Source: an optimization exercise on an open RTL-to-GDS flow (aim: small area and a short achievable clock period). Production flows keep margins and buffers that such runs may drop. Only simulation tests tie the RTL to the original design; equivalence was not proved.

<file path="flow/design.v">
module rgb_hsv (
    input            clk,
    input            rst,
    input      [7:0] rgb_r,
    input      [7:0] rgb_g,
    input      [7:0] rgb_b,
    output reg [8:0] hsv_h,
    output reg [7:0] hsv_s,
    output reg [7:0] hsv_v
);
parameter KH = 3;    
parameter KS = 4;    
reg [7:0] r1, g1, b1;
always @(posedge clk or negedge rst)
    if (!rst) begin
        r1 <= 8'd0; g1 <= 8'd0; b1 <= 8'd0;
    end else begin
        r1 <= rgb_r; g1 <= rgb_g; b1 <= rgb_b;
    end
wire c_rg = r1 > g1;
wire c_rb = r1 > b1;
wire c_gb = g1 > b1;
reg [7:0] mx, mn, md;
always @(*) begin
    if (c_rg & c_rb)       mx = r1;
    else if (!c_rg & c_gb) mx = g1;
    else                   mx = b1;
    if (!c_rg & !c_rb)     mn = r1;
    else if (c_rb & c_gb)  mn = b1;
    else                   mn = g1;
    if (c_rg ^ c_rb)       md = r1;    
    else if (c_rg ^ c_gb)  md = b1;    
    else                   md = g1;    
end
wire [7:0]  mm  = mx - mn;
wire [7:0]  x   = md - mn;
wire [13:0] n60 = {x, 6'd0} - {x, 2'd0};
reg [8:0] ph;
reg [7:0] ph2;
reg [KH-1:0] qh2;
integer i;
always @(*) begin
    ph = {1'b0, n60[13:6]};
    for (i = 5; i >= 6 - KH; i = i - 1) begin
        ph = {ph[7:0], n60[i]};
        if (ph >= {1'b0, mm}) begin
            ph = ph - {1'b0, mm};
            qh2[i - 6 + KH] = 1'b1;
        end else
            qh2[i - 6 + KH] = 1'b0;
    end
    ph2 = ph[7:0];
end
reg [8:0] ps;
reg [7:0] ps2;
reg [KS-1:0] qs2;
integer j;
always @(*) begin
    ps = {1'b0, mm};
    for (j = 7; j >= 8 - KS; j = j - 1) begin
        ps = {ps[7:0], 1'b0};
        if (ps >= {1'b0, mx}) begin
            ps = ps - {1'b0, mx};
            qs2[j - 8 + KS] = 1'b1;
        end else
            qs2[j - 8 + KS] = 1'b0;
    end
    ps2 = ps[7:0];
end
reg [7:0]    mm_2, mx_2, ph_2, ps_2;
reg [KH-1:0] qh_2;
reg [KS-1:0] qs_2;
reg [5-KH:2] nl_2;
reg [2:0]    sec_2;
reg          mz_2;
always @(posedge clk or negedge rst)
    if (!rst) begin
        mm_2 <= 8'd0; mx_2 <= 8'd0; ph_2 <= 8'd0; ps_2 <= 8'd0;
        qh_2 <= {KH{1'b0}}; qs_2 <= {KS{1'b0}}; nl_2 <= 0;
        sec_2 <= 3'd0; mz_2 <= 1'b1;
    end else begin
        mm_2 <= mm; mx_2 <= mx; ph_2 <= ph2; ps_2 <= ps2;
        qh_2 <= qh2; qs_2 <= qs2; nl_2 <= n60[5-KH:2];
        sec_2 <= {c_rg, c_rb, c_gb}; mz_2 <= (mn == 8'd0);
    end
reg [8:0] th;
reg [5:0] qh;
integer k;
always @(*) begin
    th = {1'b0, ph_2};
    qh = {qh_2, {(6-KH){1'b0}}};
    for (k = 5 - KH; k >= 0; k = k - 1) begin
        th = {th[7:0], (k >= 2) ? nl_2[k] : 1'b0};
        if (th >= {1'b0, mm_2}) begin
            th = th - {1'b0, mm_2};
            qh[k] = 1'b1;
        end
    end
end
reg [8:0] ts;
reg [7:0] qs;
integer l;
always @(*) begin
    ts = {1'b0, ps_2};
    qs = {qs_2, {(8-KS){1'b0}}};
    for (l = 7 - KS; l >= 0; l = l - 1) begin
        ts = {ts[7:0], 1'b0};
        if (ts >= {1'b0, mx_2}) begin
            ts = ts - {1'b0, mx_2};
            qs[l] = 1'b1;
        end
    end
end
wire       neg = ~(^sec_2);
reg  [8:0] base;
always @(*)
    case (sec_2)
        3'b000, 3'b100: base = 9'd240;
        3'b001, 3'b011: base = 9'd120;
        3'b110:         base = 9'd360;
        default:        base = 9'd0;
    endcase
wire [8:0] h3 = (mm_2 == 8'd0) ? 9'd0 : neg ? base - {3'd0, qh} : base + {3'd0, qh};
wire [7:0] s3 = mz_2 ? ((mx_2 == 8'd0) ? 8'd0 : 8'd255) : qs;
always @(posedge clk or negedge rst)
    if (!rst) begin
        hsv_h <= 9'd0; hsv_s <= 8'd0; hsv_v <= 8'd0;
    end else begin
        hsv_h <= h3; hsv_s <= s3; hsv_v <= mx_2;
    end
endmodule
module HSVComparator (
    input            clk,
    input      [8:0] hsv_get_h,
    input      [7:0] hsv_get_s,
    input      [7:0] hsv_get_v,
    input      [8:0] hsv_set_h,
    input      [7:0] hsv_set_s,
    input      [7:0] hsv_set_v,
    input      [2:0] threshold_level,
    output reg [1:0] similar_flag    
);
wire [9:0] dh  = {1'b0, hsv_get_h} - {1'b0, hsv_set_h};
wire [8:0] adh = dh[9] ? -dh[8:0] : dh[8:0];
wire [8:0] ds  = {1'b0, hsv_get_s} - {1'b0, hsv_set_s};
wire [7:0] ads = ds[8] ? -ds[7:0] : ds[7:0];
wire [8:0] dv  = {1'b0, hsv_get_v} - {1'b0, hsv_set_v};
wire [7:0] adv = dv[8] ? -dv[7:0] : dv[7:0];
reg [8:0] th;
reg [7:0] ts;
reg       ok;
always @(*) begin
    ok = 1'b1;
    th = 9'd0; ts = 8'd0;
    case (threshold_level)
        3'b000: begin th = 9'd60; ts = 8'd32; end
        3'b001: begin th = 9'd15; ts = 8'd8;  end
        3'b010: begin th = 9'd10; ts = 8'd5;  end
        3'b111: begin th = 9'd5;  ts = 8'd3;  end
        default: ok = 1'b0;
    endcase
end
wire hit_h = (adh <= th) | (adh >= 9'd360 - th);
wire hit   = ok & hit_h & (ads <= ts) & (adv <= ts);
wire unset = ~|{hsv_set_h, hsv_set_s, hsv_set_v};
always @(posedge clk)
    similar_flag <= unset ? 2'b10 : {1'b0, hit};
endmodule
module color_match (
    input  wire       clk,
    input  wire       rst_n,
    input  wire [7:0] get_r,
    input  wire [7:0] get_g,
    input  wire [7:0] get_b,
    input  wire [7:0] set_r,
    input  wire [7:0] set_g,
    input  wire [7:0] set_b,
    input  wire [2:0] threshold_level,
    output wire [8:0] get_h,
    output wire [7:0] get_s,
    output wire [7:0] get_v,
    output wire [8:0] set_h,
    output wire [7:0] set_s,
    output wire [7:0] set_v,
    output wire [1:0] similar_flag
);
    rgb_hsv rgb_hsv_get_inst (
        .clk   (clk),
        .rst   (rst_n),
        .rgb_r (get_r),
        .rgb_g (get_g),
        .rgb_b (get_b),
        .hsv_h (get_h),
        .hsv_s (get_s),
        .hsv_v (get_v)
    );
    rgb_hsv rgb_hsv_set_inst (
        .clk   (clk),
        .rst   (rst_n),
        .rgb_r (set_r),
        .rgb_g (set_g),
        .rgb_b (set_b),
        .hsv_h (set_h),
        .hsv_s (set_s),
        .hsv_v (set_v)
    );
    HSVComparator HSVComparator_inst (
        .clk             (clk),
        .hsv_get_h       (get_h),
        .hsv_get_s       (get_s),
        .hsv_get_v       (get_v),
        .hsv_set_h       (set_h),
        .hsv_set_s       (set_s),
        .hsv_set_v       (set_v),
        .threshold_level (threshold_level),
        .similar_flag    (similar_flag)
    );
endmodule
</file>
<file path="flow/run.sh">
#!/bin/bash
# synth_recipe.tcl (not shown) runs the flow's synth.tcl, then flattens the netlist and writes it again
# the make line also repeats each setting of config.mk as NAME=value (left out here)
make -C /OpenROAD-flow-scripts/flow DESIGN_CONFIG=/design/flow/config.mk WORK_HOME=/design/flow/orfs CLKGATE_MAP_FILE= SYNTH_SCRIPT=/design/flow/synth_recipe.tcl finish
</file>
<file path="flow/config.mk">
export PLATFORM = sky130hd
export DESIGN_NAME = color_match
export DESIGN_NICKNAME = color_match
export VERILOG_FILES = /design/flow/design.v
export SDC_FILE = /design/flow/constraint.sdc
export NUM_CORES = 4
export LEC_CHECK = 0
export CAP_MARGIN = 20
export CORE_MARGIN = 2
export CORE_UTILIZATION = 40
export PLACE_DENSITY = 0.6
export SLEW_MARGIN = 20
</file>
<file path="flow/constraint.sdc">
create_clock -name core_clock -period 28.0 [get_ports {clk}]
set_input_delay 5.6000 -clock core_clock [delete_from_list [all_inputs] [get_ports {clk}]]
set_output_delay 5.6000 -clock core_clock [all_outputs]
set_load 0.01 [all_outputs]
</file>
==> summary.txt <==
per-stage QoR:
| step | setup slack [ns] | std cells | area (um^2) | util, % |
|---|---|---|---|---|
| finish | 13.61 | 3562 | 25300 | 44.9 |
| global route | 12.76 | 3562 | 25300 | 44.9 |
| CTS | 13.76 | 3562 | 25300 | 44.9 |
| floorplan | 15.84 | 2698 | 22800 | - |
| detailed placement | 13.81 | 3530 | 24700 | 43.8 |
| global placement | 13.91 | 3530 | 24700 | 43.8 |
routing by layer:
metal / global-route usage (%) / up-vias / share of wire, %
met3: 2.86 / 75 / 5.2
li1: - / 9860 / -
met2: 36.0 / 602 / 45
met4: 6.19 / 0 / 2.0
met5: 0 / - / 0
met1: 30.3 / 9509 / 47
worst register-to-register path: cells and delay by family (launching register included):
| kind | cells | cell delay [ns] |
|---|---|---|
| flip-flops | 1 | 0.57 |
| AO/OA/AOI/OAI | 25 | 6.23 |
| buffers and inverters | 7 | 1.08 |
| adder cells (fa/ha/maj) | 9 | 3.55 |
| multiplexers | 3 | 0.83 |
| AND/OR/NAND/NOR | 9 | 2.04 |
registers in the layout, summed over array words and instances (netlist names), 4 cells and up:
| signal | cells |
|---|---|
| rgb_hsv_get_inst.mm_2 | 8 |
| rgb_hsv_set_inst.mm_2 | 8 |
| rgb_hsv_set_inst.hsv_v | 8 |
| rgb_hsv_get_inst.hsv_v | 8 |
| rgb_hsv_set_inst.ph_2 | 8 |
| rgb_hsv_get_inst.mx_2 | 8 |
| rgb_hsv_get_inst.qs_2 | 4 |
| rgb_hsv_set_inst.qs_2 | 4 |
| rgb_hsv_get_inst.g1 | 8 |
| rgb_hsv_set_inst.b1 | 8 |
| rgb_hsv_get_inst.ph_2 | 8 |
| rgb_hsv_get_inst.b1 | 8 |
| rgb_hsv_set_inst.r1 | 8 |
| rgb_hsv_set_inst.hsv_h | 9 |
| rgb_hsv_get_inst.r1 | 8 |
| rgb_hsv_get_inst.hsv_s | 8 |
| rgb_hsv_set_inst.mx_2 | 8 |
| rgb_hsv_get_inst.hsv_h | 9 |
| rgb_hsv_set_inst.g1 | 8 |
| rgb_hsv_set_inst.hsv_s | 8 |
| rgb_hsv_get_inst.ps_2 | 8 |
| rgb_hsv_set_inst.ps_2 | 8 |
final timing paths:
check,start,end,slack (ns)
max,rgb_hsv_get_inst.g1[3],rgb_hsv_get_inst.ps_2[2],13.61
min,rgb_hsv_set_inst.mx_2[3],rgb_hsv_set_inst.hsv_v[3],0.39
max reg2reg,rgb_hsv_get_inst.g1[3],rgb_hsv_get_inst.ps_2[2],13.61
min reg2reg,rgb_hsv_set_inst.mx_2[3],rgb_hsv_set_inst.hsv_v[3],0.39
max in group asynchronous,rst_n,rgb_hsv_set_inst.hsv_s[0],20.81
min in group asynchronous,rst_n,rgb_hsv_get_inst.b1[6],5.05
cells by family after synthesis:
family / count (synthesis)
mux: 95
fa+ha+maj: 386
buf+inv: 323
xor+xnor: 245
compound gates: 740
simple gates: 721
flops: 188
cells in the mapped netlist (all sizes together) (24+ instances only):
cell type    n
ha         354
inv        271
nor2       207
o21ai      192
a21oi      187
dfrtp      184
nand2      173
xnor2      165
a21o       103
xor2        78
mux2        66
nand3       51
nor3        51
nand2b      49
nand4       40
nor2b       38
mux2i       29
clkbuf      28
a211oi      27
o21a        26
o31ai       26
nor4        24
cell type report:
class,instances,area (um^2),share of cell area [%]
inverters,277,1050,4.14
clock inverters,12,149,0.589
well taps,756,946,3.74
repair buffers,122,1180,4.67
clock buffers,20,457,1.81
multi-input cells,2187,16800,66.5
flip-flops and latches,188,4700,18.6
cells in the final DEF, fill, tap and decap left out, types with 23 or more instances in the layout:
master and instances:
a21o_1 102, a21oi_1 186, clkdlybuf4s50_1 103, dfrtp_1 184, ha_1 354, inv_1 258, mux2_2 55, mux2i_1 25
nand2_1 172, nand2b_1 49, nand3_1 50, nand4_1 40, nor2_1 205, nor2b_1 38, nor3_1 48, o21a_1 26
o21ai_0 180, o21bai_1 23, o31ai_1 23, xnor2_1 163, xor2_1 78
==> results.yml <==
job:
  maxCapViolCount: 0
cts:
  htree_levels: 4
  cts_tree: "yes"
  ctsResizeCount: 0
  cts_setup_buffers: 0
  root_buffer: "clkbuf_16"
  cts_hold_buf: 0
  clock_path_buffers: 2
  clock_latency_ns: 0.48
  cts-buffers-inserted: 17
  clkSlewWorstSetupHoldPaths_ns: 0.08
  cts_num_sinks: 188
logic_synthesis:
  synth_compound_area_share_pct: 21.9
  synthCells: 2698
  synth_edf_count: 0
  ys_ff_latch: 188
  postSynthAreaPerCell_um2: 8.44
  synth_top_cell_by_area: "dfrtp_1"
  synth-simple-area-share_pct: 15.6
  synth_warnings: 2
  synthAdderAreaFrac_pct: 21.8
  synth_top_family_by_area: "compound AO/OA/AOI/OAI gates"
  syn-cell-area_mm2: 0.0228
  synth_top_area_share_pct: 20.2
  synth_nets: 3126
  synth-main-ff-cell: "dfrtp_1"
  synth_mux_area_share_pct: 4.89
  synth-seq-area-share_pct: 20.6
  synthTopCellsByArea: "dfrtp_1, ha_1, xnor2_1, inv_1, a21oi_1"
  ys_types: 110
  ys_async_sr_fraction_pct: 98.9
  synthXorXnorAreaFrac_pct: 9.62
timing:
  fin_tns_setup_ns: 0
  maxSlewViolCount: 0
  worst_pin_slew_ns: 1.10
  fmax_mhz: 69.5
  rsz0062_at_grt: "no"
  period_share_pct: 51.4
  setup_viol: 0
  slew_headroom_pct: 26.5
  fin_crit_ns: 14.39
  hold_viol: 0
  whs_ns: 0.387
  fin_worst_skew_ns: 0.0144
floorplanning:
  io_pins: 105
  die_y_um: 243
  core_area_mm2: 0.0563
  core.rowCount: 87
  die-area_mm2: 0.0588
  initial_core_util_pct: 40.4
  die_w_um: 243
worst_setup_path:
  cp_slowest_cell: "fa_1"
  setup.worst_path.end_class: "flop"
  cp_max_fo: 14
  worst-path-buf-inv: 7
  crit_required_ns: 28.37
  arrival_ns: 14.76
  critPathKind: "reg -> reg"
  worstSetupStartpointType: "flop"
  rr_worst_depth: 53
  crit_family: "compound AO/OA/AOI/OAI gates"
  cpPeakStageDelay_ns: 0.79
  cp_num_cells: 53
routing:
  ant_nets: 0
  postRouteWirelength_um: 64800
  wl_per_cell_um: 18.2
  first_pass_iters: 6
  via_per_inst: 5.63
  vias: 20000
  drcViolationCount: 0
  first_iter_violations: 1504
run_status:
  status: "complete, no violations"
place:
  portBuffers: 104
  place_hpwl_um: 52800
  gp_congestion: 0.920
cells_and_area:
  num-fill-cells: 5447
  drive_gt1_share_pct: 7.27
  antennaDiodeCount: 0
  areaGrowthSynthToFinish_pct: 11.0
  layout.nets: 3221
global_route:
  grt_pass1_wl_um: 105000
  grt_use_total_pct: 22.0
  antenna_found_initial: 0
  grt_max_degree: 73
  overflow: 0
  grt_pass1_vias: 19700
hold_path:
  min_path_cells: 0
  min_path_type: "reg -> reg"

separate check: timing with driven ports:
The flow's constraints put no driver on any port. The routed layout listed below was extracted and timed again, unchanged, in two steps. Step 1 sets driving cells, clkbuf_16 on the clock port and buf_2 on the other inputs (assumed; they add their load-dependent delay and slew). Step 2 moves the port delays by t, midway between the first and last clock arrival at a register: inputs arrive t later, outputs are due t later. That takes back most of the time a late clock gives input paths. Three values: no drivers, after step 1, after step 2; two values: the first two.
t, ns: 0.536
setup slack, ns: 13.610 / 13.610 / 13.610
worst hold slack (ns): 0.387 / 0.387 / 0.387
clock arrival spread, ns: 0.017 / 0.017
worst data-port slew with drivers (ns): 0.06
After both steps this run still meets setup and hold. The setup slack of this run moves by 0.000 ns with the drivers and by 0.000 ns with both steps.
